What follows belongs to an exercise in optimizing a design on an open flow for small area, a short achievable clock period and few clock cycles; a production flow would make more cautious choices.
Only simulation tests tie the RTL to the original design; equivalence was not proved.
Power and IR drop assume default switching activity.

Setup of job 5969:
// rs_cudu_v2
module rs_cudu_v2(
	input clock, reset,
	input sqrt_start, input [19:0] data_in,
	output sqrt_done, output [9:0] data_out
);
reg [2:0] cnt;		 
reg [9:0] q;		 
reg [9:0] r;		 
reg [1:0] pr;		 
reg neg;		 
reg done;
assign sqrt_done = done;
assign data_out = q;
function [12:0] seed;
	input [5:0] d;
	case (d)
		6'd0: seed = {3'd0, 10'd1023};
		6'd1: seed = {3'd1, 10'd0};
		6'd2: seed = {3'd1, 10'd1};
		6'd3: seed = {3'd1, 10'd2};
		6'd4: seed = {3'd2, 10'd1019};
		6'd5: seed = {3'd2, 10'd1020};
		6'd6: seed = {3'd2, 10'd1021};
		6'd7: seed = {3'd2, 10'd1022};
		6'd8: seed = {3'd2, 10'd1023};
		6'd9: seed = {3'd3, 10'd0};
		6'd10: seed = {3'd3, 10'd1};
		6'd11: seed = {3'd3, 10'd2};
		6'd12: seed = {3'd3, 10'd3};
		6'd13: seed = {3'd3, 10'd4};
		6'd14: seed = {3'd3, 10'd5};
		6'd15: seed = {3'd3, 10'd6};
		6'd16: seed = {3'd4, 10'd1015};
		6'd17: seed = {3'd4, 10'd1016};
		6'd18: seed = {3'd4, 10'd1017};
		6'd19: seed = {3'd4, 10'd1018};
		6'd20: seed = {3'd4, 10'd1019};
		6'd21: seed = {3'd4, 10'd1020};
		6'd22: seed = {3'd4, 10'd1021};
		6'd23: seed = {3'd4, 10'd1022};
		6'd24: seed = {3'd4, 10'd1023};
		6'd25: seed = {3'd5, 10'd0};
		6'd26: seed = {3'd5, 10'd1};
		6'd27: seed = {3'd5, 10'd2};
		6'd28: seed = {3'd5, 10'd3};
		6'd29: seed = {3'd5, 10'd4};
		6'd30: seed = {3'd5, 10'd5};
		6'd31: seed = {3'd5, 10'd6};
		6'd32: seed = {3'd5, 10'd7};
		6'd33: seed = {3'd5, 10'd8};
		6'd34: seed = {3'd5, 10'd9};
		6'd35: seed = {3'd5, 10'd10};
		6'd36: seed = {3'd6, 10'd1011};
		6'd37: seed = {3'd6, 10'd1012};
		6'd38: seed = {3'd6, 10'd1013};
		6'd39: seed = {3'd6, 10'd1014};
		6'd40: seed = {3'd6, 10'd1015};
		6'd41: seed = {3'd6, 10'd1016};
		6'd42: seed = {3'd6, 10'd1017};
		6'd43: seed = {3'd6, 10'd1018};
		6'd44: seed = {3'd6, 10'd1019};
		6'd45: seed = {3'd6, 10'd1020};
		6'd46: seed = {3'd6, 10'd1021};
		6'd47: seed = {3'd6, 10'd1022};
		6'd48: seed = {3'd6, 10'd1023};
  ...
clock: 5.0 ns
lec_check: 0
abc_clock_period_in_ps: 2000
cap_margin: 20
core_margin: 2
core_utilization: 40
setup_slack_margin: 2.8
slew_margin: 20
standard.sh (not shown) runs the stock make flow with config.mk's settings and CLKGATE_MAP_FILE= SYNTH_SCRIPT=/design/flow/synth_recipe.tcl, a recipe that flattens the netlist after the stock synthesis.
==> flow/flow/run.sh <==
#!/bin/bash
# The standard layout, with plain buf_1 cells as the port buffers.
set -euo pipefail
export BUFFER_PORTS_ARGS="-buffer_cell sky130_fd_sc_hd__buf_1"
bash standard.sh > make_finish.log 2>&1
Job 5969 finished every step from synthesis to the final layout, and the layout passed the timing, design-rule and antenna checks.
Testbench counts of job 5969, summed over its fixed seeds: cycles 32,008.
Setup changes, job 5969 to job 6724
Settings: ABC_CLOCK_PERIOD_IN_PS removed (was 2000).
==> flow/flow/run.sh <==
#!/bin/bash
# The standard layout, with plain buf_1 cells as the port buffers and no
# half/full adder cells (added to the platform's don't-use list), so that
# ABC maps the adders from plain gates.
set -euo pipefail
export BUFFER_PORTS_ARGS="-buffer_cell sky130_fd_sc_hd__buf_1"
DU="sky130_fd_sc_hd__probe_p_8 sky130_fd_sc_hd__probec_p_8 sky130_fd_sc_hd__lpflow_bleeder_1 sky130_fd_sc_hd__lpflow_clkbufkapwr_1 sky130_fd_sc_hd__lpflow_clkbufkapwr_16 sky130_fd_sc_hd__lpflow_clkbufkapwr_2 sky130_fd_sc_hd__lpflow_clkbufkapwr_4 sky130_fd_sc_hd__lpflow_clkbufkapwr_8 sky130_fd_sc_hd__lpflow_clkinvkapwr_1 sky130_fd_sc_hd__lpflow_clkinvkapwr_16 sky130_fd_sc_hd__lpflow_clkinvkapwr_2 sky130_fd_sc_hd__lpflow_clkinvkapwr_4 sky130_fd_sc_hd__lpflow_clkinvkapwr_8 sky130_fd_sc_hd__lpflow_decapkapwr_12 sky130_fd_sc_hd__lpflow_decapkapwr_3 sky130_fd_sc_hd__lpflow_decapkapwr_4 sky130_fd_sc_hd__lpflow_decapkapwr_6 sky130_fd_sc_hd__lpflow_decapkapwr_8 sky130_fd_sc_hd__lpflow_inputiso0n_1 sky130_fd_sc_hd__lpflow_inputiso0p_1 sky130_fd_sc_hd__lpflow_inputiso1n_1 sky130_fd_sc_hd__lpflow_inputiso1p_1 sky130_fd_sc_hd__lpflow_inputisolatch_1 sky130_fd_sc_hd__lpflow_isobufsrc_1 sky130_fd_sc_hd__lpflow_isobufsrc_16 sky130_fd_sc_hd__lpflow_isobufsrc_2 sky130_fd_sc_hd__lpflow_isobufsrc_4 sky130_fd_sc_hd__lpflow_isobufsrc_8 sky130_fd_sc_hd__lpflow_isobufsrckapwr_16 sky130_fd_sc_hd__lpflow_lsbuf_lh_hl_isowell_tap_1 sky130_fd_sc_hd__lpflow_lsbuf_lh_hl_isowell_tap_2 sky130_fd_sc_hd__lpflow_lsbuf_lh_hl_isowell_tap_4 sky130_fd_sc_hd__lpflow_lsbuf_lh_isowell_4 sky130_fd_sc_hd__lpflow_lsbuf_lh_isowell_tap_1 sky130_fd_sc_hd__lpflow_lsbuf_lh_isowell_tap_2 sky130_fd_sc_hd__lpflow_lsbuf_lh_isowell_tap_4 sky130_fd_sc_hd__ha_1 sky130_fd_sc_hd__ha_2 sky130_fd_sc_hd__ha_4 sky130_fd_sc_hd__fa_1 sky130_fd_sc_hd__fa_2 sky130_fd_sc_hd__fa_4"
bash standard.sh "DONT_USE_CELLS=$DU" finish > make_finish.log 2>&1
==> comparison <==
- Job 6724 | stages: all done | timing, DRC, antenna: all pass
- Final design utilization delta for job 6724 relative to job 5969: 0.78 points higher
- Non-clock buffer count (job 6724 over job 5969): increase, 10
- Compared with job 5969, in job 6724 placement-stage worst setup slack saw a decrease; ratio of final minimum period to clock period increased by 3.6 points relative to the old numbers; number of remaining DRC errors ~0 delta; fraction of met3 tracks used by global routing has decreased; initial core utilization dropped 0.67 points.
- Compare job 5969 and job 6724 | global-route usage lower: job 5969
- Job 5969 -> job 6724: area occupied by registers increased slightly
- Reported for job 5969 and job 6724, final setup violation count turned out identical to the last digit.
Changes in job 3901 relative to job 6724:
Settings: putting ABC_AREA at 1 where nothing was set; swapping 2.8 for 2.6 in SETUP_SLACK_MARGIN.
==> flow/flow/run.sh <==
#!/bin/bash
# The standard layout, with plain buf_1 cells as the port buffers.
set -euo pipefail
export BUFFER_PORTS_ARGS="-buffer_cell sky130_fd_sc_hd__buf_1"
bash standard.sh > make_finish.log 2>&1
[summary]
Job 3901 against job 6724: count of sequential standard cells held; via count went up 1.1%; number of global-route vias before repair went down 15; quantity of hold-fixing buffers added after cts held; total of fill cells in the finished design went up 24. Job 3901 was carried through to the last stage, and its layout satisfied the timing, design-rule and antenna checks. Job 6724 finished every stage and its layout cleared the timing, design-rule and antenna checks.
## Diff of input files: job 6888 against job 3901
Settings: swapping 2.6 for 3.0 in SETUP_SLACK_MARGIN; clearing ABC_AREA, which used to be 1.
--- outcome ---
Job 6888: no failed stages, no open violations at the end
Job 6888 vs job 3901: worst setup slack up in job 6888
Job 6888 has synthesized cell count below what job 3901 had.
Looking at power in sequential cells, job 6888 sits about 4% lower than job 3901 does.
Re critical path depth: job 6888 and job 3901 aren't equal, and the higher value belongs to job 3901.
Sequential share of layout area in job 6888 is 0.57 points below job 3901.
In the reports for job 6888 and job 3901, the smaller number of nets in the layout belongs to job 6888.
The lower number of global-route vias before repair came out of job 6888.
The final cell count in job 6888 sits about 13% below the value recorded for job 3901.

[separate check: timing with driven ports]
The flow's constraints put no driver on any port. The routed layouts listed below were extracted and timed again, unchanged, in two steps. Step 1 sets driving cells, clkbuf_16 on the clock port and buf_2 on the other inputs (assumed; they add their load-dependent delay and slew). Step 2 moves the port delays by t, midway between the first and last clock arrival at a register: inputs arrive t later, outputs are due t later. That takes back most of the time a late clock gives input paths. Three values: ideal, step 1, step 2; two values: the first two.
run	t, ns	setup slack, ns	hold slack, ns
job 5969	0.299	2.913 / 2.914 / 2.615	0.430 / 0.430 / 0.430
job 6724	0.295	2.733 / 2.733 / 2.733	0.457 / 0.457 / 0.457
job 3901	0.287	2.865 / 2.865 / 2.843	0.442 / 0.442 / 0.442
job 6888	0.300	2.990 / 2.990 / 2.721	0.429 / 0.429 / 0.429
After both steps every run listed still meets setup and hold. For job 5969, which loses most, drivers alone change the setup slack by +0.001 ns; drivers and shift together by -0.298 ns.
